This is an optimization exercise on Yosys and OpenROAD, whose aim is small area, not a production implementation.
In this exercise RTL edits were held to simulation tests only and were not proved equivalent to the original.
Power figures rest on the tool's default switching activity, not on a simulated workload.

===== flow/flow/run.sh =====
#!/bin/bash
# Own layout flow:
#  2. the same synthesis script again, once per area-oriented ABC script in flow/abc_*.script,
#     each replacing ABC's delay-oriented script; the registers come out the same (same
#     instances, names and cells, checked against step 1), only the combinational logic is
#     mapped differently; the smallest netlist is kept;
#  3. the standard layout steps on that netlist, with a clock tree without dummy loads and
#     lighter port buffers.
set -uo pipefail
WORK=$(pwd)
FLOWDIR=$WORK/flow
R=$WORK/orfs/results/$FLOW_PLATFORM/CoinsMatrixBitMap/base

# 1. standard synthesis
bash standard.sh synth > synth_standard.log 2>&1 || { echo "standard synthesis failed"; exit 1; }
cp "$R/1_2_yosys.v" std_1_2_yosys.v

# 2. area-oriented synthesis, one run per ABC script, in parallel
synth_area() {
  local name=$1 script=$2
  rm -rf "scripts_$name" "orfs_$name"
  cp -r "$FLOW_HOME/scripts" "scripts_$name"
  cp "$script" "scripts_$name/abc_speed.script"
  local A=$WORK/orfs_$name/results/$FLOW_PLATFORM/CoinsMatrixBitMap/base
  make -C "$FLOW_HOME" DESIGN_CONFIG="$WORK/config.mk" WORK_HOME="$WORK/orfs_$name" CLKGATE_MAP_FILE= \
    SYNTH_SCRIPT="$WORK/synth_recipe.tcl" SCRIPTS_DIR="$WORK/scripts_$name" "$A/1_2_yosys.v" > "synth_$name.log" 2>&1 \
  && python3 "$FLOWDIR/sameregs.py" std_1_2_yosys.v "$A/1_2_yosys.v" > "sameregs_$name.log" 2>&1 \
  && touch "ok_$name"
}
names=()
for s in "$FLOWDIR"/abc_*.script; do
  n=$(basename "$s" .script); n=${n#abc_}
  names+=("$n")
  synth_area "$n" "$s" &
done
wait
best=""; best_area=""
for n in "${names[@]}"; do
  st=$WORK/orfs_$n/reports/$FLOW_PLATFORM/CoinsMatrixBitMap/base/synth_stat.txt
  if [[ -f ok_$n && -f $st ]]; then
    a=$(sed -n "s/.*Chip area for module.*: *\([0-9.]*\).*/\1/p" "$st" | tail -1)
    echo "$n: $a" >> synth_areas.log
    if [[ -n $a ]] && { [[ -z $best_area ]] || python3 -c "import sys; sys.exit(0 if $a < $best_area else 1)"; }; then
      best=$n; best_area=$a
    fi
  else
    echo "$n: failed" >> synth_areas.log
  fi
done
if [[ -n $best ]]; then
  cp "$WORK/orfs_$best/results/$FLOW_PLATFORM/CoinsMatrixBitMap/base/1_2_yosys.v" "$R/1_2_yosys.v"
  touch "$R/1_2_yosys.v"
  echo "using the area-mapped netlist from $best ($best_area um2)" | tee -a synth_areas.log
else
  echo "area synthesis failed; using the standard netlist" | tee -a synth_areas.log
fi

# 3. standard layout steps
export CTS_ARGS="-sink_clustering_enable -repair_clock_nets -dont_use_dummy_load -buf_list sky130_fd_sc_hd__clkbuf_8 -sink_clustering_size 16 -sink_clustering_max_diameter 70"
export BUFFER_PORTS_ARGS="-buffer_cell sky130_fd_sc_hd__buf_1"
bash standard.sh > layout.log 2>&1 || { echo "layout failed"; exit 1; }

===== flow/flow/abc_dc4.script =====
strash
dc2
dc2
dc2
dc2
&get -n
&dch
&nf -R 1000 -p -F 8 -C 32
&put

===== flow/flow/abc_dc4mfs.script =====
strash
dc2
dc2
dc2
dc2
&get -n
&dch
&nf -R 1000 -p -F 8 -C 32
&put
mfs3 -a

===== flow/flow/abc_deep0.script =====
strash
&get -n
&deepsyn -T 200 -S 0
&dch
&nf -R 1000 -p -F 8 -C 32
&put

===== flow/flow/abc_deep1.script =====
strash
&get -n
&deepsyn -T 200 -S 1
&dch
&nf -R 1000 -p -F 8 -C 32
&put

===== flow/flow/abc_deep2.script =====
strash
&get -n
&deepsyn -T 200 -S 2
&dch
&nf -R 1000 -p -F 8 -C 32
&put

===== flow/flow/abc_deep4.script =====
strash
&get -n
&deepsyn -T 200 -S 4
&dch
&nf -R 1000 -p -F 8 -C 32
&put

===== flow/flow/sameregs.py =====
#!/usr/bin/env python3
"""Check that two netlists hold the same register instances (name and cell type)."""
import re, sys
def regs(f):
    t = open(f).read()
    return {(n, c) for c, n in re.findall(r"^\s*(sky130_fd_sc_hd__(?:df|sdf|edf|dl)\w*)\s+(\S+)\s*\(", t, re.M)}
a, b = regs(sys.argv[1]), regs(sys.argv[2])
print(len(a), "registers in the standard netlist,", len(b), "in the re-mapped one")
sys.exit(0 if a == b and a else 1)

===== flow/standard.sh =====
#!/bin/bash
# synth_recipe.tcl (not shown) runs the flow's synth.tcl, then flattens the netlist and writes it again
# the make line also repeats each setting of config.mk as NAME=value (left out here)
make -C /OpenROAD-flow-scripts/flow DESIGN_CONFIG=/design/flow/config.mk WORK_HOME=/design/flow/orfs CLKGATE_MAP_FILE= SYNTH_SCRIPT=/design/flow/synth_recipe.tcl "${@:-finish}"

===== flow/config.mk =====
export PLATFORM = sky130hd
export DESIGN_NAME = CoinsMatrixBitMap
export DESIGN_NICKNAME = CoinsMatrixBitMap
export VERILOG_FILES = /design/flow/design.v
export SDC_FILE = /design/flow/constraint.sdc
export NUM_CORES = 8
export LEC_CHECK = 0
export CAP_MARGIN = 10
export CORE_MARGIN = 2
export CORE_UTILIZATION = 58
export PLACE_DENSITY = 0.68
export SLEW_MARGIN = 10

===== flow/constraint.sdc =====
create_clock -name core_clock -period 12.0 [get_ports {clk}]
set_input_delay 2.4000 -clock core_clock [delete_from_list [all_inputs] [get_ports {clk}]]
set_output_delay 2.4000 -clock core_clock [all_outputs]
set_load 0.01 [all_outputs]

===== flow/design.v =====
module	CoinsMatrixBitMap	(	
					input	logic	clk,
					input	logic	resetN,
					input	logic	[10:0] offsetX, 
					input	logic	[10:0] offsetY,
					input	logic	InsideRectangle,  
					input	logic	coinCollision,
					input logic [4:0] randomMapLocationX,
					input logic [3:0] randomMapLocationY,
					input logic placeCoin,		 
					input logic placeMoneyBag,	 
					input logic placeTimeBoost,	 
					output	logic	drawingRequest,  
					output	logic	[7:0] RGBout,   
					output	logic upScore,			 
					output	logic upTime			 
 ) ;
localparam int NX = 18 ;
localparam int NY = 12 ;
localparam logic [NX*NY-1:0] NP_INIT = 216'h2198c200000000a03329c84850c284848f333c000064c380300 ;
localparam logic [NX*NY-1:0] Q_INIT  = 216'h3d98c70001c000f0333dc84f50c3c484ff333c000064c380300 ;
localparam logic [NX*NY-1:0] PQ_TILE = 216'h2198c200000000a03329c84870c284848f333c000064c380300 ;
logic [NX*NY-1:0] nP, Q, empty ;
logic pick_anotherCoin_flag ;    
logic pick_anotherMoneyBag_flag ;
logic [4:0] oX ;
logic [3:0] oY ;
assign oX = offsetX[9:5] ;
assign oY = offsetY[8:5] ;
logic offset_inMap ;
assign offset_inMap = (oX < NX) && (oY < NY) ;
logic [4:0] rX ;
logic [3:0] rY ;
assign rX = randomMapLocationX ;
assign rY = (randomMapLocationY[3] & randomMapLocationY[2]) ? {1'b0, randomMapLocationY[2:0]} : randomMapLocationY ;
logic random_inMap ;
assign random_inMap = (rX < NX) ;
logic [NX-1:0] colO, colR ;
logic [NY-1:0] rowO, rowR ;
always_comb begin
	for (int x = 0; x < NX; x++) begin
		colO[x] = (oX == x) ;
		colR[x] = (rX == x) ;
	end
	for (int y = 0; y < NY; y++) begin
		rowO[y] = (oY == y) ;
		rowR[y] = (rY == y) ;
	end
end
logic [NY-1:0] nPc, Qc, Ec ;
always_comb begin
	for (int y = 0; y < NY; y++) begin
		nPc[y] = |(colO & nP[y*NX +: NX]) ;
		Qc[y]  = |(colO & Q[y*NX +: NX]) ;
		Ec[y]  = |(colR & empty[y*NX +: NX]) ;
	end
end
logic oItem, oQ ;    
assign oItem = offset_inMap & ~|(rowO & nPc) ;
assign oQ = offset_inMap & |(rowO & Qc) ;
logic randEmpty ;
assign randEmpty = random_inMap & |(rowR & Ec) ;
logic is515 ;
assign is515 = (oY == 4'd5) && (oX == 5'd15) ;
logic code2, code3, codeItem ;
assign code2 = oItem & oQ ;             
assign code3 = ~oItem & oQ & is515 ;    
assign codeItem = oItem | code3 ;       
logic [11:0] spriteAddr ;
logic [7:0]  spritePixel ;
assign spriteAddr = {~oItem, oQ, offsetY[4:0], offsetX[4:0]} ;
always_comb begin
	case (spriteAddr)
		12'h1ad: spritePixel = 8'hfe ;
		12'h1ae: spritePixel = 8'hf8 ;
		12'h1af: spritePixel = 8'hf8 ;
		12'h1b0: spritePixel = 8'hfe ;
		12'h1cc: spritePixel = 8'hfe ;
		12'h1cd: spritePixel = 8'hf8 ;
		12'h1ce: spritePixel = 8'hfd ;
		12'h1cf: spritePixel = 8'hfd ;
		12'h1d0: spritePixel = 8'hf8 ;
		12'h1d1: spritePixel = 8'hfe ;
		12'h1ec: spritePixel = 8'hfe ;
		12'h1ed: spritePixel = 8'hf8 ;
		12'h1ee: spritePixel = 8'hfd ;
		12'h1ef: spritePixel = 8'hf9 ;
		12'h1f0: spritePixel = 8'hf8 ;
		12'h1f1: spritePixel = 8'hf9 ;
		12'h20d: spritePixel = 8'hf9 ;
		12'h20e: spritePixel = 8'hf8 ;
		12'h20f: spritePixel = 8'hf8 ;
		12'h210: spritePixel = 8'hf8 ;
		12'h211: spritePixel = 8'hfe ;
		12'h22e: spritePixel = 8'hf9 ;
		12'h22f: spritePixel = 8'hf9 ;
		12'h230: spritePixel = 8'hfe ;
		12'h46a: spritePixel = 8'h6c ;
		12'h46b: spritePixel = 8'h8c ;
		12'h46c: spritePixel = 8'h8c ;
		12'h46d: spritePixel = 8'hd9 ;
		12'h46e: spritePixel = 8'hf9 ;
		12'h46f: spritePixel = 8'hf9 ;
		12'h470: spritePixel = 8'hd9 ;
		12'h471: spritePixel = 8'hf8 ;
		12'h472: spritePixel = 8'h8d ;
		12'h473: spritePixel = 8'h8c ;
		12'h474: spritePixel = 8'h8c ;
		12'h48a: spritePixel = 8'hf9 ;
		12'h48b: spritePixel = 8'hf9 ;
		12'h48c: spritePixel = 8'hfe ;
		12'h48d: spritePixel = 8'hd4 ;
		12'h48e: spritePixel = 8'hb4 ;
		12'h48f: spritePixel = 8'hd4 ;
		12'h490: spritePixel = 8'hb4 ;
		12'h491: spritePixel = 8'hd4 ;
		12'h492: spritePixel = 8'hfe ;
		12'h493: spritePixel = 8'hfd ;
		12'h494: spritePixel = 8'hf9 ;
		12'h495: spritePixel = 8'h6c ;
		12'h4aa: spritePixel = 8'hd9 ;
		12'h4ab: spritePixel = 8'hb4 ;
		12'h4ad: spritePixel = 8'hb4 ;
		12'h4ae: spritePixel = 8'h90 ;
		12'h4af: spritePixel = 8'h90 ;
		12'h4b0: spritePixel = 8'h90 ;
		12'h4b1: spritePixel = 8'hd5 ;
		12'h4b3: spritePixel = 8'hb4 ;
		12'h4b4: spritePixel = 8'hf9 ;
		12'h4b5: spritePixel = 8'h6c ;
		12'h4cb: spritePixel = 8'hf9 ;
		12'h4cc: spritePixel = 8'hd4 ;
		12'h4d2: spritePixel = 8'hf9 ;
		12'h4d3: spritePixel = 8'hf9 ;
		12'h4eb: spritePixel = 8'hd9 ;
		12'h4ec: spritePixel = 8'hd4 ;
		12'h4ed: spritePixel = 8'hd9 ;
		12'h4ee: spritePixel = 8'hf9 ;
		12'h4ef: spritePixel = 8'hf9 ;
		12'h4f0: spritePixel = 8'hf9 ;
		12'h4f1: spritePixel = 8'hf9 ;
		12'h4f2: spritePixel = 8'hb4 ;
		12'h4f3: spritePixel = 8'hd9 ;
		12'h506: spritePixel = 8'h6c ;
		12'h507: spritePixel = 8'h90 ;
		12'h508: spritePixel = 8'hf9 ;
		12'h509: spritePixel = 8'hf9 ;
		12'h50a: spritePixel = 8'hb4 ;
		12'h50c: spritePixel = 8'hd4 ;
		12'h50d: spritePixel = 8'h90 ;
		12'h50e: spritePixel = 8'hd4 ;
		12'h50f: spritePixel = 8'hd4 ;
		12'h510: spritePixel = 8'hf9 ;
		12'h511: spritePixel = 8'h90 ;
		12'h512: spritePixel = 8'hd5 ;
		12'h514: spritePixel = 8'hb4 ;
		12'h515: spritePixel = 8'hf9 ;
		12'h516: spritePixel = 8'hf9 ;
		12'h517: spritePixel = 8'hf9 ;
		12'h526: spritePixel = 8'hf9 ;
		12'h527: spritePixel = 8'hd8 ;
		12'h528: spritePixel = 8'hd4 ;
		12'h529: spritePixel = 8'hd4 ;
		12'h52a: spritePixel = 8'hb4 ;
		12'h52b: spritePixel = 8'h90 ;
		12'h52e: spritePixel = 8'h90 ;
		12'h52f: spritePixel = 8'hd9 ;
		12'h530: spritePixel = 8'hb0 ;
		12'h533: spritePixel = 8'hd5 ;
		12'h534: spritePixel = 8'hfd ;
		12'h535: spritePixel = 8'hf9 ;
		12'h536: spritePixel = 8'hf9 ;
		12'h537: spritePixel = 8'hfe ;
		12'h538: spritePixel = 8'hd9 ;
		12'h545: spritePixel = 8'hfe ;
		12'h546: spritePixel = 8'hd4 ;
		12'h547: spritePixel = 8'hd4 ;
		12'h548: spritePixel = 8'hb4 ;
		12'h549: spritePixel = 8'hb4 ;
		12'h54a: spritePixel = 8'h90 ;
		12'h54b: spritePixel = 8'hd4 ;
		12'h54c: spritePixel = 8'h90 ;
		12'h54d: spritePixel = 8'h90 ;
		12'h551: spritePixel = 8'h90 ;
		12'h552: spritePixel = 8'h90 ;
		12'h553: spritePixel = 8'hfd ;
		12'h554: spritePixel = 8'hfe ;
		12'h555: spritePixel = 8'hfe ;
		12'h556: spritePixel = 8'hfe ;
		12'h557: spritePixel = 8'hd9 ;
		12'h558: spritePixel = 8'hfe ;
		12'h559: spritePixel = 8'hf9 ;
		12'h565: spritePixel = 8'hfe ;
		12'h566: spritePixel = 8'hd4 ;
		12'h567: spritePixel = 8'hd4 ;
		12'h568: spritePixel = 8'hb4 ;
		12'h569: spritePixel = 8'h8c ;
		12'h56a: spritePixel = 8'hd4 ;
		12'h56b: spritePixel = 8'hd4 ;
		12'h56c: spritePixel = 8'hf9 ;
		12'h56d: spritePixel = 8'hd4 ;
		12'h56e: spritePixel = 8'h90 ;
		12'h56f: spritePixel = 8'hb0 ;
		12'h570: spritePixel = 8'h8c ;
		12'h571: spritePixel = 8'hf9 ;
		12'h572: spritePixel = 8'hf9 ;
		12'h573: spritePixel = 8'hfe ;
		12'h574: spritePixel = 8'hfe ;
		12'h575: spritePixel = 8'hfe ;
		12'h576: spritePixel = 8'hfe ;
		12'h577: spritePixel = 8'hfe ;
		12'h578: spritePixel = 8'hf9 ;
		12'h579: spritePixel = 8'hfe ;
		12'h584: spritePixel = 8'hd9 ;
		12'h585: spritePixel = 8'hb4 ;
		12'h586: spritePixel = 8'hd4 ;
		12'h587: spritePixel = 8'hb0 ;
		12'h588: spritePixel = 8'h8c ;
		12'h589: spritePixel = 8'hd4 ;
		12'h58a: spritePixel = 8'hd4 ;
		12'h58b: spritePixel = 8'hd4 ;
		12'h58c: spritePixel = 8'hb4 ;
		12'h58d: spritePixel = 8'hf9 ;
		12'h58f: spritePixel = 8'hd9 ;
		12'h591: spritePixel = 8'hf9 ;
		12'h592: spritePixel = 8'hfe ;
		12'h593: spritePixel = 8'hfe ;
		12'h594: spritePixel = 8'hfe ;
		12'h595: spritePixel = 8'hfe ;
		12'h596: spritePixel = 8'hfe ;
		12'h597: spritePixel = 8'hfe ;
		12'h598: spritePixel = 8'hfe ;
		12'h599: spritePixel = 8'hfd ;
		12'h59a: spritePixel = 8'hf9 ;
		12'h5a4: spritePixel = 8'hd9 ;
		12'h5a5: spritePixel = 8'hb4 ;
		12'h5a6: spritePixel = 8'h90 ;
		12'h5a7: spritePixel = 8'hb0 ;
		12'h5a8: spritePixel = 8'hd4 ;
		12'h5a9: spritePixel = 8'h8c ;
		12'h5aa: spritePixel = 8'hb4 ;
		12'h5ab: spritePixel = 8'hd4 ;
		12'h5ac: spritePixel = 8'hf9 ;
		12'h5ad: spritePixel = 8'hd4 ;
		12'h5af: spritePixel = 8'hfd ;
		12'h5b1: spritePixel = 8'hf9 ;
		12'h5b2: spritePixel = 8'hfe ;
		12'h5b3: spritePixel = 8'hfe ;
		12'h5b4: spritePixel = 8'hfe ;
		12'h5b5: spritePixel = 8'hfe ;
		12'h5b6: spritePixel = 8'hfe ;
		12'h5b7: spritePixel = 8'hfe ;
		12'h5b8: spritePixel = 8'hf9 ;
		12'h5b9: spritePixel = 8'hfe ;
		12'h5ba: spritePixel = 8'hfd ;
		12'h5c4: spritePixel = 8'hd9 ;
		12'h5c5: spritePixel = 8'hb4 ;
		12'h5c6: spritePixel = 8'hb4 ;
		12'h5c7: spritePixel = 8'hd9 ;
		12'h5c8: spritePixel = 8'hb4 ;
		12'h5c9: spritePixel = 8'hd4 ;
		12'h5ca: spritePixel = 8'hb4 ;
		12'h5cb: spritePixel = 8'hd4 ;
		12'h5cc: spritePixel = 8'hb4 ;
		12'h5d2: spritePixel = 8'hfe ;
		12'h5d3: spritePixel = 8'hfe ;
		12'h5d4: spritePixel = 8'hfe ;
		12'h5d5: spritePixel = 8'hfe ;
		12'h5d6: spritePixel = 8'hfe ;
		12'h5d7: spritePixel = 8'hfd ;
		12'h5d8: spritePixel = 8'hfe ;
		12'h5d9: spritePixel = 8'hf9 ;
		12'h5da: spritePixel = 8'hd9 ;
		12'h5e4: spritePixel = 8'hd9 ;
		12'h5e5: spritePixel = 8'hb4 ;
		12'h5e6: spritePixel = 8'h90 ;
		12'h5e7: spritePixel = 8'hd9 ;
		12'h5e8: spritePixel = 8'hf9 ;
		12'h5e9: spritePixel = 8'hb4 ;
		12'h5ea: spritePixel = 8'hb0 ;
		12'h5eb: spritePixel = 8'hb4 ;
		12'h5ed: spritePixel = 8'hd4 ;
		12'h5ef: spritePixel = 8'hd9 ;
		12'h5f1: spritePixel = 8'hfe ;
		12'h5f3: spritePixel = 8'hfe ;
		12'h5f4: spritePixel = 8'hfe ;
		12'h5f5: spritePixel = 8'hfa ;
		12'h5f6: spritePixel = 8'hfd ;
		12'h5f7: spritePixel = 8'hfe ;
		12'h5f8: spritePixel = 8'hd9 ;
		12'h5f9: spritePixel = 8'hfd ;
		12'h5fa: spritePixel = 8'hd9 ;
		12'h604: spritePixel = 8'hd9 ;
		12'h605: spritePixel = 8'hb4 ;
		12'h606: spritePixel = 8'hd4 ;
		12'h607: spritePixel = 8'hb0 ;
		12'h608: spritePixel = 8'h90 ;
		12'h609: spritePixel = 8'hb4 ;
		12'h60a: spritePixel = 8'h90 ;
		12'h60b: spritePixel = 8'hd4 ;
		12'h60d: spritePixel = 8'hd9 ;
		12'h60f: spritePixel = 8'hd9 ;
		12'h611: spritePixel = 8'hfe ;
		12'h613: spritePixel = 8'hfe ;
		12'h614: spritePixel = 8'hf9 ;
		12'h615: spritePixel = 8'hfd ;
		12'h616: spritePixel = 8'hfd ;
		12'h617: spritePixel = 8'hfd ;
		12'h618: spritePixel = 8'hfd ;
		12'h619: spritePixel = 8'hf9 ;
		12'h61a: spritePixel = 8'hf9 ;
		12'h624: spritePixel = 8'hd9 ;
		12'h625: spritePixel = 8'hb4 ;
		12'h626: spritePixel = 8'hb0 ;
		12'h627: spritePixel = 8'hb4 ;
		12'h628: spritePixel = 8'hd4 ;
		12'h629: spritePixel = 8'h8c ;
		12'h62a: spritePixel = 8'hd4 ;
		12'h62b: spritePixel = 8'hd4 ;
		12'h62c: spritePixel = 8'hd4 ;
		12'h62f: spritePixel = 8'hb4 ;
		12'h631: spritePixel = 8'hd9 ;
		12'h632: spritePixel = 8'hf9 ;
		12'h633: spritePixel = 8'hf9 ;
		12'h634: spritePixel = 8'hf9 ;
		12'h635: spritePixel = 8'hf9 ;
		12'h636: spritePixel = 8'hfd ;
		12'h637: spritePixel = 8'hd9 ;
		12'h638: spritePixel = 8'hd9 ;
		12'h639: spritePixel = 8'hd9 ;
		12'h63a: spritePixel = 8'hf9 ;
		12'h644: spritePixel = 8'hd9 ;
		12'h645: spritePixel = 8'hb4 ;
		12'h646: spritePixel = 8'hd4 ;
		12'h647: spritePixel = 8'hb4 ;
		12'h648: spritePixel = 8'h90 ;
		12'h649: spritePixel = 8'hd4 ;
		12'h64a: spritePixel = 8'h90 ;
		12'h64b: spritePixel = 8'hd4 ;
		12'h64c: spritePixel = 8'hd4 ;
		12'h64d: spritePixel = 8'hb4 ;
		12'h651: spritePixel = 8'hd9 ;
		12'h652: spritePixel = 8'hf9 ;
		12'h653: spritePixel = 8'hd9 ;
		12'h654: spritePixel = 8'hf9 ;
		12'h655: spritePixel = 8'hf9 ;
		12'h656: spritePixel = 8'hf9 ;
		12'h657: spritePixel = 8'hf9 ;
		12'h658: spritePixel = 8'hf9 ;
		12'h659: spritePixel = 8'hd4 ;
		12'h65a: spritePixel = 8'hf9 ;
		12'h664: spritePixel = 8'hd9 ;
		12'h665: spritePixel = 8'hb4 ;
		12'h666: spritePixel = 8'h90 ;
		12'h667: spritePixel = 8'hb0 ;
		12'h668: spritePixel = 8'hd4 ;
		12'h669: spritePixel = 8'h90 ;
		12'h66a: spritePixel = 8'hd4 ;
		12'h66b: spritePixel = 8'h90 ;
		12'h66c: spritePixel = 8'hb4 ;
		12'h66d: spritePixel = 8'hb4 ;
		12'h66f: spritePixel = 8'hd4 ;
		12'h672: spritePixel = 8'hd9 ;
		12'h673: spritePixel = 8'hb4 ;
		12'h674: spritePixel = 8'hf9 ;
		12'h675: spritePixel = 8'hd4 ;
		12'h676: spritePixel = 8'hd4 ;
		12'h677: spritePixel = 8'hf9 ;
		12'h678: spritePixel = 8'hd4 ;
		12'h679: spritePixel = 8'hf9 ;
		12'h67a: spritePixel = 8'hd9 ;
		12'h684: spritePixel = 8'hd9 ;
		12'h685: spritePixel = 8'hb4 ;
		12'h686: spritePixel = 8'hd4 ;
		12'h687: spritePixel = 8'hb0 ;
		12'h688: spritePixel = 8'h90 ;
		12'h689: spritePixel = 8'hd4 ;
		12'h68a: spritePixel = 8'h90 ;
		12'h68b: spritePixel = 8'hd4 ;
		12'h68d: spritePixel = 8'hd4 ;
		12'h68f: spritePixel = 8'hd4 ;
		12'h691: spritePixel = 8'hd9 ;
		12'h693: spritePixel = 8'hf9 ;
		12'h694: spritePixel = 8'hb4 ;
		12'h695: spritePixel = 8'hf9 ;
		12'h696: spritePixel = 8'hf9 ;
		12'h697: spritePixel = 8'hd4 ;
		12'h698: spritePixel = 8'hd9 ;
		12'h699: spritePixel = 8'hd4 ;
		12'h69a: spritePixel = 8'hd9 ;
		12'h6a4: spritePixel = 8'hd9 ;
		12'h6a5: spritePixel = 8'hb4 ;
		12'h6a6: spritePixel = 8'hd4 ;
		12'h6a7: spritePixel = 8'hd4 ;
		12'h6a8: spritePixel = 8'hb4 ;
		12'h6a9: spritePixel = 8'h8c ;
		12'h6aa: spritePixel = 8'hd4 ;
		12'h6ab: spritePixel = 8'h90 ;
		12'h6ad: spritePixel = 8'h90 ;
		12'h6af: spritePixel = 8'hb4 ;
		12'h6b1: spritePixel = 8'hb4 ;
		12'h6b3: spritePixel = 8'hd5 ;
		12'h6b4: spritePixel = 8'hd4 ;
		12'h6b5: spritePixel = 8'hd4 ;
		12'h6b6: spritePixel = 8'hd4 ;
		12'h6b7: spritePixel = 8'hd4 ;
		12'h6b8: spritePixel = 8'hd4 ;
		12'h6b9: spritePixel = 8'hd4 ;
		12'h6ba: spritePixel = 8'hd9 ;
		12'h6c5: spritePixel = 8'h90 ;
		12'h6c6: spritePixel = 8'h24 ;
		12'h6c7: spritePixel = 8'h8c ;
		12'h6c8: spritePixel = 8'hd4 ;
		12'h6c9: spritePixel = 8'hb4 ;
		12'h6ca: spritePixel = 8'h8c ;
		12'h6cb: spritePixel = 8'hd4 ;
		12'h6cc: spritePixel = 8'h90 ;
		12'h6d2: spritePixel = 8'hb4 ;
		12'h6d3: spritePixel = 8'hb4 ;
		12'h6d4: spritePixel = 8'hb4 ;
		12'h6d5: spritePixel = 8'hd4 ;
		12'h6d6: spritePixel = 8'hd0 ;
		12'h6d7: spritePixel = 8'hb4 ;
		12'h6d9: spritePixel = 8'hd4 ;
		12'h6e5: spritePixel = 8'hd5 ;
		12'h6e6: spritePixel = 8'h90 ;
		12'h6e7: spritePixel = 8'h24 ;
		12'h6e9: spritePixel = 8'hd4 ;
		12'h6ea: spritePixel = 8'hb4 ;
		12'h6eb: spritePixel = 8'h90 ;
		12'h6ec: spritePixel = 8'hd4 ;
		12'h6ed: spritePixel = 8'h90 ;
		12'h6ef: spritePixel = 8'h90 ;
		12'h6f1: spritePixel = 8'h90 ;
		12'h6f2: spritePixel = 8'hd4 ;
		12'h6f3: spritePixel = 8'hb0 ;
		12'h6f4: spritePixel = 8'hd4 ;
		12'h6f5: spritePixel = 8'hd4 ;
		12'h6f6: spritePixel = 8'hd5 ;
		12'h6f8: spritePixel = 8'hb0 ;
		12'h6f9: spritePixel = 8'hb4 ;
		12'h705: spritePixel = 8'h90 ;
		12'h706: spritePixel = 8'h24 ;
		12'h707: spritePixel = 8'h8c ;
		12'h708: spritePixel = 8'hd4 ;
		12'h709: spritePixel = 8'h90 ;
		12'h70a: spritePixel = 8'h90 ;
		12'h70b: spritePixel = 8'hd4 ;
		12'h70c: spritePixel = 8'h90 ;
		12'h70d: spritePixel = 8'hb4 ;
		12'h70f: spritePixel = 8'hd4 ;
		12'h711: spritePixel = 8'hb0 ;
		12'h712: spritePixel = 8'hb0 ;
		12'h713: spritePixel = 8'hd4 ;
		12'h714: spritePixel = 8'h90 ;
		12'h715: spritePixel = 8'h90 ;
		12'h716: spritePixel = 8'h90 ;
		12'h717: spritePixel = 8'hb4 ;
		12'h719: spritePixel = 8'h90 ;
		12'h726: spritePixel = 8'hd5 ;
		12'h727: spritePixel = 8'hb4 ;
		12'h728: spritePixel = 8'hd4 ;
		12'h729: spritePixel = 8'hd4 ;
		12'h72a: spritePixel = 8'hb4 ;
		12'h72b: spritePixel = 8'h90 ;
		12'h72c: spritePixel = 8'h90 ;
		12'h72d: spritePixel = 8'h90 ;
		12'h72e: spritePixel = 8'h90 ;
		12'h72f: spritePixel = 8'h90 ;
		12'h730: spritePixel = 8'h90 ;
		12'h731: spritePixel = 8'hb0 ;
		12'h732: spritePixel = 8'h90 ;
		12'h733: spritePixel = 8'h90 ;
		12'h734: spritePixel = 8'hd4 ;
		12'h735: spritePixel = 8'hd4 ;
		12'h736: spritePixel = 8'hb0 ;
		12'h737: spritePixel = 8'hd4 ;
		12'h738: spritePixel = 8'hb4 ;
		12'h74b: spritePixel = 8'hd4 ;
		12'h74c: spritePixel = 8'hd4 ;
		12'h74d: spritePixel = 8'hd4 ;
		12'h74e: spritePixel = 8'hd4 ;
		12'h74f: spritePixel = 8'hd4 ;
		12'h750: spritePixel = 8'hd4 ;
		12'h751: spritePixel = 8'hd4 ;
		12'h752: spritePixel = 8'hd4 ;
		12'h753: spritePixel = 8'hd4 ;
		12'h8ed: spritePixel = 8'h64 ;
		12'hced: spritePixel = 8'h64 ;
		12'h8ee: spritePixel = 8'h6c ;
		12'hcee: spritePixel = 8'h6c ;
		12'h8ef: spritePixel = 8'h6c ;
		12'hcef: spritePixel = 8'h6c ;
		12'h8f0: spritePixel = 8'h64 ;
		12'hcf0: spritePixel = 8'h64 ;
		12'h8f1: spritePixel = 8'h64 ;
		12'hcf1: spritePixel = 8'h64 ;
		12'h8f2: spritePixel = 8'h24 ;
		12'hcf2: spritePixel = 8'h24 ;
		12'h90d: spritePixel = 8'hcc ;
		12'hd0d: spritePixel = 8'hcc ;
		12'h90e: spritePixel = 8'hf8 ;
		12'hd0e: spritePixel = 8'hf8 ;
		12'h90f: spritePixel = 8'hf8 ;
		12'hd0f: spritePixel = 8'hf8 ;
		12'h910: spritePixel = 8'hfc ;
		12'hd10: spritePixel = 8'hfc ;
		12'h911: spritePixel = 8'hfc ;
		12'hd11: spritePixel = 8'hfc ;
		12'h912: spritePixel = 8'h90 ;
		12'hd12: spritePixel = 8'h90 ;
		12'h92d: spritePixel = 8'h20 ;
		12'hd2d: spritePixel = 8'h20 ;
		12'h92e: spritePixel = 8'h64 ;
		12'hd2e: spritePixel = 8'h64 ;
		12'h92f: spritePixel = 8'hf0 ;
		12'hd2f: spritePixel = 8'hf0 ;
		12'h930: spritePixel = 8'hd0 ;
		12'hd30: spritePixel = 8'hd0 ;
		12'h931: spritePixel = 8'h24 ;
		12'hd31: spritePixel = 8'h24 ;
		12'h932: spritePixel = 8'h20 ;
		12'hd32: spritePixel = 8'h20 ;
		12'h94f: spritePixel = 8'h6c ;
		12'hd4f: spritePixel = 8'h6c ;
		12'h950: spritePixel = 8'h24 ;
		12'hd50: spritePixel = 8'h24 ;
		12'h96c: spritePixel = 8'h20 ;
		12'hd6c: spritePixel = 8'h20 ;
		12'h96d: spritePixel = 8'h60 ;
		12'hd6d: spritePixel = 8'h60 ;
		12'h96e: spritePixel = 8'ha0 ;
		12'hd6e: spritePixel = 8'ha0 ;
		12'h96f: spritePixel = 8'ha0 ;
		12'hd6f: spritePixel = 8'ha0 ;
		12'h970: spritePixel = 8'ha0 ;
		12'hd70: spritePixel = 8'ha0 ;
		12'h971: spritePixel = 8'ha0 ;
		12'hd71: spritePixel = 8'ha0 ;
		12'h972: spritePixel = 8'h60 ;
		12'hd72: spritePixel = 8'h60 ;
		12'h98b: spritePixel = 8'h60 ;
		12'hd8b: spritePixel = 8'h60 ;
		12'h98c: spritePixel = 8'h80 ;
		12'hd8c: spritePixel = 8'h80 ;
		12'h98d: spritePixel = 8'ha0 ;
		12'hd8d: spritePixel = 8'ha0 ;
		12'h98e: spritePixel = 8'ha4 ;
		12'hd8e: spritePixel = 8'ha4 ;
		12'h98f: spritePixel = 8'hd6 ;
		12'hd8f: spritePixel = 8'hd6 ;
		12'h990: spritePixel = 8'hd6 ;
		12'hd90: spritePixel = 8'hd6 ;
		12'h991: spritePixel = 8'ha0 ;
		12'hd91: spritePixel = 8'ha0 ;
		12'h992: spritePixel = 8'hc0 ;
		12'hd92: spritePixel = 8'hc0 ;
		12'h993: spritePixel = 8'h80 ;
		12'hd93: spritePixel = 8'h80 ;
		12'h994: spritePixel = 8'h60 ;
		12'hd94: spritePixel = 8'h60 ;
		12'h9aa: spritePixel = 8'h60 ;
		12'hdaa: spritePixel = 8'h60 ;
		12'h9ab: spritePixel = 8'ha0 ;
		12'hdab: spritePixel = 8'ha0 ;
		12'h9ac: spritePixel = 8'hac ;
		12'hdac: spritePixel = 8'hac ;
		12'h9ad: spritePixel = 8'hfa ;
		12'hdad: spritePixel = 8'hfa ;
		12'h9ae: spritePixel = 8'hff ;
		12'hdae: spritePixel = 8'hff ;
		12'h9af: spritePixel = 8'hff ;
		12'hdaf: spritePixel = 8'hff ;
		12'h9b1: spritePixel = 8'hff ;
		12'hdb1: spritePixel = 8'hff ;
		12'h9b2: spritePixel = 8'hd1 ;
		12'hdb2: spritePixel = 8'hd1 ;
		12'h9b3: spritePixel = 8'ha4 ;
		12'hdb3: spritePixel = 8'ha4 ;
		12'h9b4: spritePixel = 8'hc0 ;
		12'hdb4: spritePixel = 8'hc0 ;
		12'h9b5: spritePixel = 8'h60 ;
		12'hdb5: spritePixel = 8'h60 ;
		12'h9ca: spritePixel = 8'ha0 ;
		12'hdca: spritePixel = 8'ha0 ;
		12'h9cb: spritePixel = 8'hd1 ;
		12'hdcb: spritePixel = 8'hd1 ;
		12'h9cc: spritePixel = 8'hff ;
		12'hdcc: spritePixel = 8'hff ;
		12'h9cd: spritePixel = 8'hff ;
		12'hdcd: spritePixel = 8'hff ;
		12'h9ce: spritePixel = 8'hff ;
		12'hdce: spritePixel = 8'hff ;
		12'h9cf: spritePixel = 8'hff ;
		12'hdcf: spritePixel = 8'hff ;
		12'h9d1: spritePixel = 8'hff ;
		12'hdd1: spritePixel = 8'hff ;
		12'h9d2: spritePixel = 8'hff ;
		12'hdd2: spritePixel = 8'hff ;
		12'h9d3: spritePixel = 8'hff ;
		12'hdd3: spritePixel = 8'hff ;
		12'h9d4: spritePixel = 8'had ;
		12'hdd4: spritePixel = 8'had ;
		12'h9d5: spritePixel = 8'ha0 ;
		12'hdd5: spritePixel = 8'ha0 ;
		12'h9e9: spritePixel = 8'h80 ;
		12'hde9: spritePixel = 8'h80 ;
		12'h9ea: spritePixel = 8'ha4 ;
		12'hdea: spritePixel = 8'ha4 ;
		12'h9eb: spritePixel = 8'hff ;
		12'hdeb: spritePixel = 8'hff ;
		12'h9ec: spritePixel = 8'hff ;
		12'hdec: spritePixel = 8'hff ;
		12'h9ed: spritePixel = 8'hff ;
		12'hded: spritePixel = 8'hff ;
		12'h9ee: spritePixel = 8'hff ;
		12'hdee: spritePixel = 8'hff ;
		12'h9ef: spritePixel = 8'hff ;
		12'hdef: spritePixel = 8'hff ;
		12'h9f1: spritePixel = 8'hff ;
		12'hdf1: spritePixel = 8'hff ;
		12'h9f2: spritePixel = 8'hff ;
		12'hdf2: spritePixel = 8'hff ;
		12'h9f3: spritePixel = 8'hff ;
		12'hdf3: spritePixel = 8'hff ;
		12'h9f4: spritePixel = 8'hd6 ;
		12'hdf4: spritePixel = 8'hd6 ;
		12'h9f5: spritePixel = 8'hc0 ;
		12'hdf5: spritePixel = 8'hc0 ;
		12'h9f6: spritePixel = 8'h60 ;
		12'hdf6: spritePixel = 8'h60 ;
		12'ha08: spritePixel = 8'h20 ;
		12'he08: spritePixel = 8'h20 ;
		12'ha09: spritePixel = 8'ha0 ;
		12'he09: spritePixel = 8'ha0 ;
		12'ha0a: spritePixel = 8'had ;
		12'he0a: spritePixel = 8'had ;
		12'ha0b: spritePixel = 8'hff ;
		12'he0b: spritePixel = 8'hff ;
		12'ha0c: spritePixel = 8'hff ;
		12'he0c: spritePixel = 8'hff ;
		12'ha0d: spritePixel = 8'hff ;
		12'he0d: spritePixel = 8'hff ;
		12'ha0e: spritePixel = 8'hff ;
		12'he0e: spritePixel = 8'hff ;
		12'ha0f: spritePixel = 8'hff ;
		12'he0f: spritePixel = 8'hff ;
		12'ha11: spritePixel = 8'hff ;
		12'he11: spritePixel = 8'hff ;
		12'ha12: spritePixel = 8'hff ;
		12'he12: spritePixel = 8'hff ;
		12'ha13: spritePixel = 8'hff ;
		12'he13: spritePixel = 8'hff ;
		12'ha14: spritePixel = 8'hff ;
		12'he14: spritePixel = 8'hff ;
		12'ha15: spritePixel = 8'ha4 ;
		12'he15: spritePixel = 8'ha4 ;
		12'ha16: spritePixel = 8'hc0 ;
		12'he16: spritePixel = 8'hc0 ;
		12'ha17: spritePixel = 8'h20 ;
		12'he17: spritePixel = 8'h20 ;
		12'ha28: spritePixel = 8'h20 ;
		12'he28: spritePixel = 8'h20 ;
		12'ha29: spritePixel = 8'h80 ;
		12'he29: spritePixel = 8'h80 ;
		12'ha2a: spritePixel = 8'hff ;
		12'he2a: spritePixel = 8'hff ;
		12'ha2c: spritePixel = 8'hff ;
		12'he2c: spritePixel = 8'hff ;
		12'ha2d: spritePixel = 8'hff ;
		12'he2d: spritePixel = 8'hff ;
		12'ha31: spritePixel = 8'hff ;
		12'he31: spritePixel = 8'hff ;
		12'ha32: spritePixel = 8'hff ;
		12'he32: spritePixel = 8'hff ;
		12'ha33: spritePixel = 8'hff ;
		12'he33: spritePixel = 8'hff ;
		12'ha35: spritePixel = 8'hfa ;
		12'he35: spritePixel = 8'hfa ;
		12'ha36: spritePixel = 8'ha0 ;
		12'he36: spritePixel = 8'ha0 ;
		12'ha37: spritePixel = 8'h20 ;
		12'he37: spritePixel = 8'h20 ;
		12'ha48: spritePixel = 8'h20 ;
		12'he48: spritePixel = 8'h20 ;
		12'ha49: spritePixel = 8'h80 ;
		12'he49: spritePixel = 8'h80 ;
		12'ha4a: spritePixel = 8'hff ;
		12'he4a: spritePixel = 8'hff ;
		12'ha4c: spritePixel = 8'hff ;
		12'he4c: spritePixel = 8'hff ;
		12'ha4d: spritePixel = 8'hff ;
		12'he4d: spritePixel = 8'hff ;
		12'ha4e: spritePixel = 8'hff ;
		12'he4e: spritePixel = 8'hff ;
		12'ha4f: spritePixel = 8'hff ;
		12'he4f: spritePixel = 8'hff ;
		12'ha50: spritePixel = 8'hff ;
		12'he50: spritePixel = 8'hff ;
		12'ha51: spritePixel = 8'hff ;
		12'he51: spritePixel = 8'hff ;
		12'ha52: spritePixel = 8'hff ;
		12'he52: spritePixel = 8'hff ;
		12'ha53: spritePixel = 8'hff ;
		12'he53: spritePixel = 8'hff ;
		12'ha55: spritePixel = 8'ha4 ;
		12'he55: spritePixel = 8'ha4 ;
		12'ha56: spritePixel = 8'ha0 ;
		12'he56: spritePixel = 8'ha0 ;
		12'ha57: spritePixel = 8'h20 ;
		12'he57: spritePixel = 8'h20 ;
		12'ha68: spritePixel = 8'h20 ;
		12'he68: spritePixel = 8'h20 ;
		12'ha69: spritePixel = 8'ha0 ;
		12'he69: spritePixel = 8'ha0 ;
		12'ha6a: spritePixel = 8'had ;
		12'he6a: spritePixel = 8'had ;
		12'ha6b: spritePixel = 8'hff ;
		12'he6b: spritePixel = 8'hff ;
		12'ha6c: spritePixel = 8'hff ;
		12'he6c: spritePixel = 8'hff ;
		12'ha6d: spritePixel = 8'hff ;
		12'he6d: spritePixel = 8'hff ;
		12'ha6e: spritePixel = 8'hff ;
		12'he6e: spritePixel = 8'hff ;
		12'ha6f: spritePixel = 8'hff ;
		12'he6f: spritePixel = 8'hff ;
		12'ha70: spritePixel = 8'hff ;
		12'he70: spritePixel = 8'hff ;
		12'ha71: spritePixel = 8'hff ;
		12'he71: spritePixel = 8'hff ;
		12'ha72: spritePixel = 8'hff ;
		12'he72: spritePixel = 8'hff ;
		12'ha73: spritePixel = 8'hff ;
		12'he73: spritePixel = 8'hff ;
		12'ha74: spritePixel = 8'hff ;
		12'he74: spritePixel = 8'hff ;
		12'ha75: spritePixel = 8'ha4 ;
		12'he75: spritePixel = 8'ha4 ;
		12'ha76: spritePixel = 8'ha0 ;
		12'he76: spritePixel = 8'ha0 ;
		12'ha77: spritePixel = 8'h20 ;
		12'he77: spritePixel = 8'h20 ;
		12'ha89: spritePixel = 8'h80 ;
		12'he89: spritePixel = 8'h80 ;
		12'ha8a: spritePixel = 8'ha0 ;
		12'he8a: spritePixel = 8'ha0 ;
		12'ha8b: spritePixel = 8'hff ;
		12'he8b: spritePixel = 8'hff ;
		12'ha8c: spritePixel = 8'hff ;
		12'he8c: spritePixel = 8'hff ;
		12'ha8d: spritePixel = 8'hff ;
		12'he8d: spritePixel = 8'hff ;
		12'ha8e: spritePixel = 8'hff ;
		12'he8e: spritePixel = 8'hff ;
		12'ha8f: spritePixel = 8'hff ;
		12'he8f: spritePixel = 8'hff ;
		12'ha90: spritePixel = 8'hff ;
		12'he90: spritePixel = 8'hff ;
		12'ha91: spritePixel = 8'hff ;
		12'he91: spritePixel = 8'hff ;
		12'ha92: spritePixel = 8'hff ;
		12'he92: spritePixel = 8'hff ;
		12'ha93: spritePixel = 8'hff ;
		12'he93: spritePixel = 8'hff ;
		12'ha94: spritePixel = 8'hd6 ;
		12'he94: spritePixel = 8'hd6 ;
		12'ha95: spritePixel = 8'hc0 ;
		12'he95: spritePixel = 8'hc0 ;
		12'ha96: spritePixel = 8'h60 ;
		12'he96: spritePixel = 8'h60 ;
		12'haaa: spritePixel = 8'ha0 ;
		12'heaa: spritePixel = 8'ha0 ;
		12'haab: spritePixel = 8'hd1 ;
		12'heab: spritePixel = 8'hd1 ;
		12'haac: spritePixel = 8'hff ;
		12'heac: spritePixel = 8'hff ;
		12'haad: spritePixel = 8'hff ;
		12'head: spritePixel = 8'hff ;
		12'haae: spritePixel = 8'hff ;
		12'heae: spritePixel = 8'hff ;
		12'haaf: spritePixel = 8'hff ;
		12'heaf: spritePixel = 8'hff ;
		12'hab0: spritePixel = 8'hff ;
		12'heb0: spritePixel = 8'hff ;
		12'hab1: spritePixel = 8'hff ;
		12'heb1: spritePixel = 8'hff ;
		12'hab2: spritePixel = 8'hff ;
		12'heb2: spritePixel = 8'hff ;
		12'hab3: spritePixel = 8'hff ;
		12'heb3: spritePixel = 8'hff ;
		12'hab4: spritePixel = 8'had ;
		12'heb4: spritePixel = 8'had ;
		12'hab5: spritePixel = 8'ha0 ;
		12'heb5: spritePixel = 8'ha0 ;
		12'haca: spritePixel = 8'h60 ;
		12'heca: spritePixel = 8'h60 ;
		12'hacb: spritePixel = 8'ha0 ;
		12'hecb: spritePixel = 8'ha0 ;
		12'hacc: spritePixel = 8'ha4 ;
		12'hecc: spritePixel = 8'ha4 ;
		12'hacd: spritePixel = 8'hfa ;
		12'hecd: spritePixel = 8'hfa ;
		12'hace: spritePixel = 8'hff ;
		12'hece: spritePixel = 8'hff ;
		12'had1: spritePixel = 8'hff ;
		12'hed1: spritePixel = 8'hff ;
		12'had2: spritePixel = 8'hd5 ;
		12'hed2: spritePixel = 8'hd5 ;
		12'had3: spritePixel = 8'ha4 ;
		12'hed3: spritePixel = 8'ha4 ;
		12'had4: spritePixel = 8'hc0 ;
		12'hed4: spritePixel = 8'hc0 ;
		12'had5: spritePixel = 8'h60 ;
		12'hed5: spritePixel = 8'h60 ;
		12'haeb: spritePixel = 8'h60 ;
		12'heeb: spritePixel = 8'h60 ;
		12'haec: spritePixel = 8'h80 ;
		12'heec: spritePixel = 8'h80 ;
		12'haed: spritePixel = 8'ha0 ;
		12'heed: spritePixel = 8'ha0 ;
		12'haee: spritePixel = 8'h84 ;
		12'heee: spritePixel = 8'h84 ;
		12'haef: spritePixel = 8'hd1 ;
		12'heef: spritePixel = 8'hd1 ;
		12'haf0: spritePixel = 8'hd1 ;
		12'hef0: spritePixel = 8'hd1 ;
		12'haf1: spritePixel = 8'ha0 ;
		12'hef1: spritePixel = 8'ha0 ;
		12'haf2: spritePixel = 8'hc0 ;
		12'hef2: spritePixel = 8'hc0 ;
		12'haf3: spritePixel = 8'h80 ;
		12'hef3: spritePixel = 8'h80 ;
		12'haf4: spritePixel = 8'h60 ;
		12'hef4: spritePixel = 8'h60 ;
		12'hb0c: spritePixel = 8'h20 ;
		12'hf0c: spritePixel = 8'h20 ;
		12'hb0d: spritePixel = 8'h60 ;
		12'hf0d: spritePixel = 8'h60 ;
		12'hb0e: spritePixel = 8'ha0 ;
		12'hf0e: spritePixel = 8'ha0 ;
		12'hb0f: spritePixel = 8'ha0 ;
		12'hf0f: spritePixel = 8'ha0 ;
		12'hb10: spritePixel = 8'ha0 ;
		12'hf10: spritePixel = 8'ha0 ;
		12'hb11: spritePixel = 8'ha0 ;
		12'hf11: spritePixel = 8'ha0 ;
		12'hb12: spritePixel = 8'h60 ;
		12'hf12: spritePixel = 8'h60 ;
		default: spritePixel = 8'h00 ;
	endcase
end
logic erase, coinTry, bagTry, wrCoin, wrBag, wrRand ;
assign erase = InsideRectangle & coinCollision ;
assign coinTry = placeCoin | pick_anotherCoin_flag ;
assign bagTry = placeMoneyBag | pick_anotherMoneyBag_flag ;
assign wrCoin = coinTry & randEmpty ;
assign wrBag = bagTry & randEmpty ;
assign wrRand = wrCoin | wrBag ;
logic [NY-1:0] rowRW, rowRB, rowOE ;
assign rowRW = rowR & {NY{wrRand}} ;
assign rowRB = rowR & {NY{wrBag}} ;
assign rowOE = rowO & {NY{erase}} ;
genvar gy, gx ;
generate
	for (gy = 0; gy < NY; gy++) begin : row
		for (gx = 0; gx < NX; gx++) begin : col
			localparam int I = gy*NX + gx ;
			logic rs_n, rsb_n, oe_n ;     
			assign rs_n = ~(rowRW[gy] & colR[gx]) ;
			assign rsb_n = ~(rowRB[gy] & colR[gx]) ;
			assign oe_n = ~(rowOE[gy] & colO[gx]) ;
			if (PQ_TILE[I]) begin : pq
				assign empty[I] = nP[I] & ~Q[I] ;
			end else begin : p
				assign empty[I] = nP[I] ;
			end
			logic nPn, Qn ;
			if ((gy == 5) && (gx == 15)) begin : tb
				assign nPn = placeTimeBoost | (rs_n & (~oe_n | nP[I])) ;
				assign Qn = placeTimeBoost | ~(rsb_n & ~(rs_n & oe_n & Q[I])) ;
			end else if (PQ_TILE[I]) begin : npq
				assign nPn = rs_n & (~oe_n | nP[I]) ;
				assign Qn = ~(rsb_n & ~(rs_n & oe_n & Q[I])) ;
			end else begin : n
				assign nPn = rs_n & (~oe_n | nP[I]) ;
				assign Qn = ~(rsb_n & ~(rs_n & Q[I])) ;
			end
			always_ff @(posedge clk or negedge resetN) begin
				if (!resetN) begin
					nP[I] <= NP_INIT[I] ;
					Q[I] <= Q_INIT[I] ;
				end else begin
					nP[I] <= nPn ;
					Q[I] <= Qn ;
				end
			end
		end
	end
endgenerate
always_ff @(posedge clk or negedge resetN) begin
	if (!resetN) begin
		RGBout <= 8'h00 ;
		pick_anotherCoin_flag <= 1'b0 ;
		pick_anotherMoneyBag_flag <= 1'b0 ;
		upScore <= 1'b0 ;
		upTime <= 1'b0 ;
	end else begin
		RGBout <= (InsideRectangle & codeItem) ? spritePixel : 8'h00 ;
		pick_anotherCoin_flag <= coinTry & ~randEmpty ;
		pick_anotherMoneyBag_flag <= bagTry & ~randEmpty ;
		upScore <= erase & code2 ;
		upTime <= erase & code3 ;
	end
end
assign drawingRequest = (RGBout != 8'h00) ;
endmodule

==> results of run 1 <==
[registers in the layout, summed over array words and instances (netlist names)]
| signal | count |
|---|---|
| nP | 216 |
| upTime | 1 |
| upScore | 1 |
| pick_anotherCoin_flag | 1 |
| pick_anotherMoneyBag_flag | 1 |
| Q | 216 |
| RGBout | 8 |
[report_power, final]
group	total (uW)	leakage (uW)	switching (uW)	internal, uW
logic	207	0.00344	166	40.6
registers	1540	0.00570	19.9	1530
clock network	769	0.000259	500	270
total	2520	0.00940	686	1840
[worst max-delay path, delay by kind of cell]
kind / cells / cell delay, ns
AND/OR/NAND/NOR: 10 / 2.69
AO/OA/AOI/OAI: 7 / 2.11
buffers and inverters: 3 / 0.96
[per-layer routing]
metal  vias to the layer above  GRT usage (%)  share of wire [%]
met5                         -              0              0.036
met1                     11737          60.92                 34
met4                         6          32.22                8.1
met3                       601          15.71                 16
li1                       9987              -                  -
met2                      2415          68.93                 42
[through the flow]
step	total power (uW)	cells
5_1_grt	2577	3104
6_report	2521	3106
4_1_cts	2500	3103
3_3_place_gp	1762	3067
3_5_place_dp	1765	3067
2_1_floorplan	1647	2432
[path summary, 6_finish.rpt]
check	to	slack [ns]	depth (start not counted)
worst max-delay path	RGBout[4]	4.27	20
worst min-delay path	pick_anotherCoin_flag	0.50	2
worst max register to register	RGBout[4]	6.97	16
worst min register to register	pick_anotherCoin_flag	0.50	2
max in group asynchronous	Q[14]	7.81	3
min in group asynchronous	Q[210]	1.86	1
[area by class of cell]
| cell class | count | area (um2) |
|---|---|---|
| multi-input combinational | 1970 | 11420 |
| inverter | 18 | 67.56 |
| sequential | 444 | 11270 |
| clock buffer | 36 | 495.5 |
| antenna | 3 | 7.507 |
| tap | 518 | 648.1 |
| timing repair buffer | 117 | 725.7 |
| fill | 3262 | 13830 |
==> run_results.csv, run 1 <==
group,metric,value,unit
outcome,status,"complete, no violations",
die,start_util,58.61,%
die,die_w,201.2,um
global_route,antenna_found_initial,6,
die,die_height,201.2,um
timing,setup_violations,0,
cells_and_area,drive_above_1_share,10.83,%
critical_path,worst-path-max-fanout,27,
run,drv_cap,0,
timing,min_period_over_period,64.41,%
detailed_routing,via_count,24746,
timing,whs,0.4959,ns
cells_and_area,stdcell_area,24630,um2
global_route,track_usage,47.60,%
detailed_routing,drc,0,
clock_network,clockBufferDepth,3,
timing,skew,0.1092,ns
min_path,hold_start,"pick_anotherCoin_flag",
timing,fmax,129.4,MHz
global_route,grt_pass1_wl,145.5,mm
clock_network,clk_pin_slew,0.11,ns
clock_network,cts_resized,0,
cells_and_area,nets,2625,
critical_path,cp_cell_sequence,"buf_1, nand2b_1, nor2_4, buf_4, a22oi_1, nand4_1, o311ai_0, o2111ai_1, or4_1, nand2_1, nor3b_1, buf_4, o41ai_1, o41ai_1, a221o_1, nor2_1, and3_1, nand3_1, nor4b_1, a31oi_1",
placement,dp_hpwl,59.89,mm
placement,dpl_cell_area,24130,um2
global_route,grt_max_degree,166,
clock_network,cts_made_buffers,36,
logic_synthesis,synthesis.area,22550,um2
power,p_leak,0.009397,uW
clock_network,root_buffer,"clkbuf_8",
power,peakVddDrop,106.2,uV
critical_path,slowest_delay,0.92,ns
die,fp.coreArea,38470,um2
detailed_routing,via_per_inst,7.967,
global_route,grt_overflow,0,
clock_network,clk_latency,0.66,ns
logic_synthesis,syn-num-nets,2470,
clock_network,post_cts_buffers,0,
clock_network,htree_levels,2,
placement,finalWeightedCongestion,0.9983,
global_route,grt_pass1_vias,23745,
cells_and_area,final_cell_mix,"a21oi_1, dfrtp_1, nand2_1, o21ai_0, nor2_1",
detailed_routing,wire_per_inst,31.52,um
detailed_routing,ant_nets,0,
die,num_io_pins,49,
timing,worst_pin_slew,1.346,ns
logic_synthesis,ys_warn_count,1,
min_path,hold_path_class,"reg -> reg",
detailed_routing,detail_route.first_pass.iterations,11,
detailed_routing,dr.first_iter.drc_count,4742,
clock_network,cts_tree,"yes",
critical_path,end_kind,"flip-flop",
critical_path,crit_start,"offsetX[6]",
die,row_count,72,
critical_path,critPathKind,"in -> reg",
critical_path,cpMaxStageDelayCell,"o311ai_0",
logic_synthesis,synthCells,2432,
timing,rsz0062_at_grt,"no",
placement,io_buffer_count,45,
die,die_area,40470,um2
timing,finalHoldViolCount,0,
cells_and_area,syn2layout_area_growth,9.268,%
placement,pre_cts_slack,3.937,ns
timing,setup-tns-final,0,ns
critical_path,worstPathRequired,12.45,ns
timing,layout_setup_ws,4.271,ns
critical_path,start_kind,"primary input",
critical_path,r2r-start,"Q[184]",
cells_and_area,mostFrequentLayoutCell,"a21oi_1",
cells_and_area,utilization,64.04,%
clock_network,clkSinkCount,444,
critical_path,critPathArrivalTime,8.18,ns
detailed_routing,drt_wl_total,97.90,mm
timing,relSlewSlack,9.943,%
timing,fin_crit,7.729,ns
timing,drv_slew,0,
clock_network,hold_buffers,0,
logic_synthesis,syn_area_per_cell,9.270,um2
power,power_density,102.3,nW/um2
==> run 2, diff against run 1 <==
==> flow/flow/abc_deep0mfs.script (new file) <==
strash
&get -n
&deepsyn -T 200 -S 0
&dch
&nf -R 1000 -p -F 8 -C 32
&put
mfs3 -a
==> flow/flow/abc_deep1mfs.script (new file) <==
strash
&get -n
&deepsyn -T 200 -S 1
&dch
&nf -R 1000 -p -F 8 -C 32
&put
mfs3 -a
==> flow/flow/abc_deep2mfs.script (new file) <==
strash
&get -n
&deepsyn -T 200 -S 2
&dch
&nf -R 1000 -p -F 8 -C 32
&put
mfs3 -a
==> flow/flow/abc_deep4mfs.script (new file) <==
strash
&get -n
&deepsyn -T 200 -S 4
&dch
&nf -R 1000 -p -F 8 -C 32
&put
mfs3 -a
==> flow/flow/abc_deep5mfs.script (new file) <==
strash
&get -n
&deepsyn -T 200 -S 5
&dch
&nf -R 1000 -p -F 8 -C 32
&put
mfs3 -a
removed: flow/flow/abc_dc4.script
removed: flow/flow/abc_deep0.script
removed: flow/flow/abc_deep1.script
removed: flow/flow/abc_deep2.script
removed: flow/flow/abc_deep4.script
==> run_results.csv, run 2 <==
group,metric,value,unit
outcome,status,"complete, no violations",
detailed_routing,ant_nets,0,
detailed_routing,drt_wl_total,97.91,mm
clock_network,clk_pin_slew,0.05,ns
critical_path,worstPathRequired,12.38,ns
power,power_density,102.2,nW/um2
placement,dpl_cell_area,24100,um2
cells_and_area,fillCellCount,3218,
timing,drv_slew,0,
critical_path,start_kind,"primary input",
timing,finalHoldViolCount,0,
die,num_io_pins,49,
cells_and_area,instances_no_fill,3096,
critical_path,critPathKind,"in -> reg",
logic_synthesis,syn_area_per_cell,9.283,um2
die,start_util,58.40,%
critical_path,worst-path-max-fanout,27,
global_route,grt_overflow,0,
placement,placed_cells,3059,
timing,setup-tns-final,0,ns
critical_path,r2r-start,"Q[183]",
timing,rsz0062_at_grt,"no",
global_route,antenna_found_initial,3,
clock_network,hold_buffers,0,
clock_network,htree_levels,2,
critical_path,cp_cell_sequence,"buf_1, nand2_1, nor2_4, buf_4, a222oi_1, nand4_1, nor2_1, o221ai_1, or4_1, clkinv_1, nand2_1, nor3b_1, buf_4, o41ai_1, o41ai_1, a221o_1, nor2_1, and3_1, nand3_1, nor4b_1, a31oi_1",
critical_path,r2r_slack,6.66,ns
clock_network,root_buffer,"clkbuf_8",
critical_path,critPathArrivalTime,8.83,ns
detailed_routing,drc,0,
detailed_routing,via_count,24624,
clock_network,clkSinkCount,444,
placement,io_buffer_count,45,
detailed_routing,detail_route.first_pass.iterations,13,
timing,whs,0.5011,ns
detailed_routing,dr.first_iter.drc_count,4513,
critical_path,path_depth,21,
cells_and_area,mostFrequentLayoutCell,"a21oi_1",
detailed_routing,via_per_inst,7.953,
critical_path,slowest_delay,0.67,ns
power,p_leak,0.009412,uW
cells_and_area,nets,2616,
logic_synthesis,ys_warn_count,1,
clock_network,cts_tree,"yes",
die,fp.coreArea,38470,um2
clock_network,post_cts_buffers,0,
critical_path,crit_end,"RGBout[6]",
timing,worst_pin_slew,1.307,ns
cells_and_area,drive_above_1_share,10.95,%
timing,fmax,118.5,MHz
clock_network,cts_made_buffers,35,
cells_and_area,syn2layout_area_growth,9.502,%
critical_path,cp_num_buf_inv,4,
run,drv_cap,0,
die,die_area,40320,um2
clock_network,clk_latency,0.68,ns
global_route,grt_max_degree,179,
clock_network,clockBufferDepth,3,
critical_path,crit_start,"offsetX[6]",
critical_path,r2r_end,"RGBout[6]",
critical_path,reg2reg_depth,16,
timing,setup_violations,0,
cells_and_area,final_cell_mix,"a21oi_1, dfrtp_1, nand2_1, o21ai_0, nor2_1",
critical_path,cpMaxStageDelayCell,"nor2_4",
min_path,hold_path_class,"reg -> reg",
detailed_routing,wire_per_inst,31.62,um
cells_and_area,stdcell_area,24600,um2
timing,relSlewSlack,12.57,%
power,finalPower,2515,uW
critical_path,end_kind,"flip-flop",
placement,finalWeightedCongestion,0.9978,
timing,min_period_over_period,70.35,%
timing,fin_crit,8.442,ns
global_route,grt_pass1_wl,146.5,mm
logic_synthesis,synthCells,2420,
critical_path,cp_top_family,"simple AND/OR/NAND/NOR gates",
power,peakVddDrop,106.6,uV
placement,dp_hpwl,61.65,mm
timing,skew,0.1372,ns
clock_network,cts_resized,0,
global_route,track_usage,48.00,%
logic_synthesis,synthesis.area,22460,um2
cells_and_area,top_regs,"Q: 216 flops, nP: 216 flops, RGBout: 8 flops",
global_route,grt_pass1_vias,24093,
die,die_height,200.8,um
die,die_w,200.8,um
logic_synthesis,syn-num-nets,2458,
die,row_count,72,
==> run 2: final cells by class <==
type                    instances  area (um2)  area share, %
well taps                     518       648.1          2.635
repair buffers                121       755.7          3.072
inverters                      24       90.09         0.3662
diodes                          2       5.005        0.02035
flip-flops and latches        444       11270          45.82
clock buffers                  35       481.7          1.958
multi-input cells            1952       11350          46.13
==> run 2: power breakdown <==
group / total (uW) / switching [uW] / internal (uW) / leakage [uW]
sequential: 1540 / 20.0 / 1530 / 0.00570
combinational: 210 / 169 / 41.3 / 0.00346
clock: 760 / 497 / 263 / 0.000252
total: 2520 / 686 / 1830 / 0.00941
==> run 2: per-layer routing <==
layer,vias to the layer above,routed length (um),track usage (%)
met5,-,23,0
met4,2,7982,32.70
met3,672,16540,17.89
met2,2388,39830,67.30
met1,11643,33540,61.98
li1,9919,-,-
==> run 2: worst register-to-register path, delay by kind of cell (launching register included) <==
kind	cells	cell delay, ns
AOI/OAI and AO/OA	7	2.37
buffers and inverters	1	0.22
and+or+nand+nor	8	2.16
DFF	1	0.39
==> run 2: worst min path at each step <==
stage                                         start                   endpoint  slack [ns]  depth (start not counted)
final                         pick_anotherCoin_flag      pick_anotherCoin_flag        0.50                          2
after global routing                        nP[106]                    nP[106]        0.51                          2
after CTS                                   nP[106]                    nP[106]        0.49                          2
after global placement        pick_anotherCoin_flag      pick_anotherCoin_flag        0.46                          2
after floorplan               pick_anotherCoin_flag      pick_anotherCoin_flag        0.45                          2
after detailed placement  pick_anotherMoneyBag_flag  pick_anotherMoneyBag_flag        0.48                          2
==> run 2: per-stage QoR <==
step / setup WS [ns] / util [%]
finish: 3.558 / 63.95
global route: 3.560 / 63.94
CTS: 4.014 / 63.90
detailed placement: 3.469 / 62.64
global placement: 3.624 / 62.64
floorplan: 3.823 / -
==> run 3, diff against run 2 <==
--- a/flow/design.v
+++ b/flow/design.v
@@ -22,4 +22,6 @@
 localparam logic [NX*NY-1:0] PQ_TILE = 216'h2198c200000000a03329c84870c284848f333c000064c380300 ;
 logic [NX*NY-1:0] nP, Q, empty ;
+logic [NX*NY-1:0] Qs ;
+assign Q = Qs ^ Q_INIT ;
 logic pick_anotherCoin_flag ;    
 logic pick_anotherMoneyBag_flag ;
@@ -890,8 +892,8 @@
 				if (!resetN) begin
 					nP[I] <= NP_INIT[I] ;
-					Q[I] <= Q_INIT[I] ;
+					Qs[I] <= 1'b0 ;
 				end else begin
 					nP[I] <= nPn ;
-					Q[I] <= Qn ;
+					Qs[I] <= Qn ^ Q_INIT[I] ;
 				end
 			end
==> run_results.csv, run 3 <==
group,metric,value,unit
timing,finalHoldViolCount,0,
logic_synthesis,synthCells,2469,
min_path,hold_path_class,"reg -> reg",
logic_synthesis,syn-num-nets,2507,
detailed_routing,drc,0,
placement,dp_hpwl,65.47,mm
cells_and_area,nets,2663,
detailed_routing,dr.first_iter.drc_count,5039,
power,p_leak,0.009726,uW
logic_synthesis,ys_warn_count,1,
global_route,antenna_found_initial,6,
cells_and_area,final_cell_mix,"a21oi_1, dfrtp_1, o21ai_0, nor2_1, nand2_1",
placement,finalWeightedCongestion,1.032,
critical_path,start_kind,"primary input",
detailed_routing,ant_nets,0,
placement,pre_cts_slack,3.606,ns
timing,layout_setup_ws,3.633,ns
global_route,track_usage,50.80,%
die,die_area,40060,um2
timing,relSlewSlack,11.34,%
clock_network,cts_tree,"yes",
detailed_routing,top_layer,"met5",
critical_path,worstPathRequired,12.40,ns
cells_and_area,top_regs,"Qs: 216 flops, nP: 216 flops, RGBout: 8 flops",
logic_synthesis,syn_area_per_cell,9.039,um2
timing,fin_crit,8.367,ns
timing,rsz0062_at_grt,"no",
power,power_density,104.0,nW/um2
global_route,grt_pass1_vias,25035,
cells_and_area,mostFrequentLayoutCell,"a21oi_1",
cells_and_area,multi_input_area,11180,um2
clock_network,htree_levels,2,
outcome,status,"complete, no violations",
clock_network,clockBufferDepth,3,
timing,min_period_over_period,69.73,%
clock_network,cts_made_buffers,35,
cells_and_area,syn2layout_area_growth,9.492,%
detailed_routing,detail_route.first_pass.iterations,14,
placement,io_buffer_count,45,
clock_network,clk_pin_slew,0.07,ns
detailed_routing,drt_wl_total,104.6,mm
placement,placed_cells,3099,
critical_path,r2r-start,"Qs[67]",
die,num_io_pins,49,
detailed_routing,via_per_inst,8.236,
clock_network,root_buffer,"clkbuf_8",
clock_network,post_cts_buffers,0,
power,peakVddDrop,113.7,uV
global_route,grt_max_degree,195,
timing,fmax,119.5,MHz
die,die_height,200.2,um
cells_and_area,instances_no_fill,3140,
die,start_util,59.11,%
logic_synthesis,synthesis.area,22320,um2
detailed_routing,met1Wirelength,33.33,mm
die,fp.coreArea,37760,um2
clock_network,clk_latency,0.66,ns
critical_path,crit_start,"offsetX[6]",
timing,worst_pin_slew,1.329,ns
global_route,grt_pass1_wl,153.7,mm
clock_network,cts_resized,0,
timing,skew,0.1022,ns
clock_network,hold_buffers,0,
global_route,grt_overflow,0,
cells_and_area,drive_above_1_share,8.044,%
cells_and_area,fillCellCount,3118,
critical_path,worst-path-max-fanout,26,
clock_network,clkSinkCount,444,
cells_and_area,stdcell_area,24430,um2
timing,setup_violations,0,
detailed_routing,met3_length,18.97,mm
critical_path,end_kind,"flip-flop",
detailed_routing,wire_per_inst,33.31,um
die,row_count,71,
detailed_routing,met2_length,40.86,mm
detailed_routing,via_count,25861,
timing,drv_slew,0,
cells_and_area,seq_area,11180,um2
placement,dpl_cell_area,23920,um2
critical_path,critPathKind,"in -> reg",
run,drv_cap,0,
timing,setup-tns-final,0,ns
die,die_w,200.2,um
min_path,hold_start,"Qs[108]",
critical_path,critPathArrivalTime,8.76,ns
[run 3: metal layers]
| layer | up-vias | track usage [%] |
|---|---|---|
| li1 | 10091 | - |
| met1 | 12026 | 61.52 |
| met2 | 2820 | 69.23 |
| met3 | 922 | 23.35 |
| met4 | 2 | 41.36 |
| met5 | - | 0 |
[run 3: cell type report]
class                           count  share of cell area (%)
Inverter                           50                  0.7681
Timing Repair Buffer              119                   3.083
Sequential cell                   444                   45.75
Antenna cell                        6                 0.06145
Tap cell                          511                   2.617
Multi-Input combinational cell   1975                   45.75
Clock buffer                       35                   1.971
[run 3: path summary, 6_finish.rpt]
kind / to / slack [ns] / cells past startpoint
min in group asynchronous: nP[174] / 1.93 / 1
max in group asynchronous: Qs[157] / 7.67 / 3
hold reg to reg: Qs[108] / 0.51 / 2
hold / removal: Qs[108] / 0.51 / 2
setup / recovery: RGBout[4] / 3.63 / 19
setup reg to reg: RGBout[4] / 6.91 / 13
[run 3: critical path, cell delays in order]
cell      delay [ns]
buf_1           0.34
nand2b_1        0.29
nand2b_1        0.37
nor3_2          0.89
buf_4           0.60
a222oi_1        0.20
nand4_1         0.16
nor2_1          0.08
o22ai_1         0.30
nor4_1          0.09
nand3_1         0.38
a31oi_1         0.24
and3_1          0.43
o21ai_0         0.15
nand2_1         0.16
a311oi_1        0.61
o211ai_1        0.26
nor4_1          0.57
a41oi_1         0.21
[run 3: stage by stage]
stage          power [uW]  hold slack [ns]  util, %
2_1_floorplan        1663           0.4475        -
3_3_place_gp         1791           0.4781    63.37
3_5_place_dp         1796           0.4883    63.37
4_1_cts              2510           0.5063    64.64
5_1_grt              2590           0.5298    64.71
6_report             2540           0.5109    64.72
[run 3: where the power goes]
part | leakage (uW) | switching [uW] | internal (uW)
sequential | 0.00597 | 26.8 | 1530
clock | 0.000252 | 489 | 263
combinational | 0.00351 | 188 | 46.9

[afterwards: timing with drivers on the ports]
The results above use ideal ports. As a check the final layouts listed here were re-extracted and re-timed, cells and wires unchanged. Step 1 sets driving cells, clkbuf_16 on the clock port and buf_2 on the other inputs (assumed; they add their load-dependent delay and slew). Step 2 moves the port delays by t, midway between the first and last clock arrival at a register: inputs arrive t later, outputs are due t later. That takes back most of the time a late clock gives input paths. Slacks: ideal / step 1 / step 2; pairs: ideal / step 1.
run | t, ns | slack for setup (ns) | worst setup path at the end
run 1 | 0.659 | 4.271 / 4.300 / 3.641 | input to register
run 2 | 0.664 | 3.558 / 3.586 / 2.922 | input to register
run 3 | 0.664 | 3.633 / 3.661 / 2.997 | input to register
After both steps setup and hold are still met in every run listed.
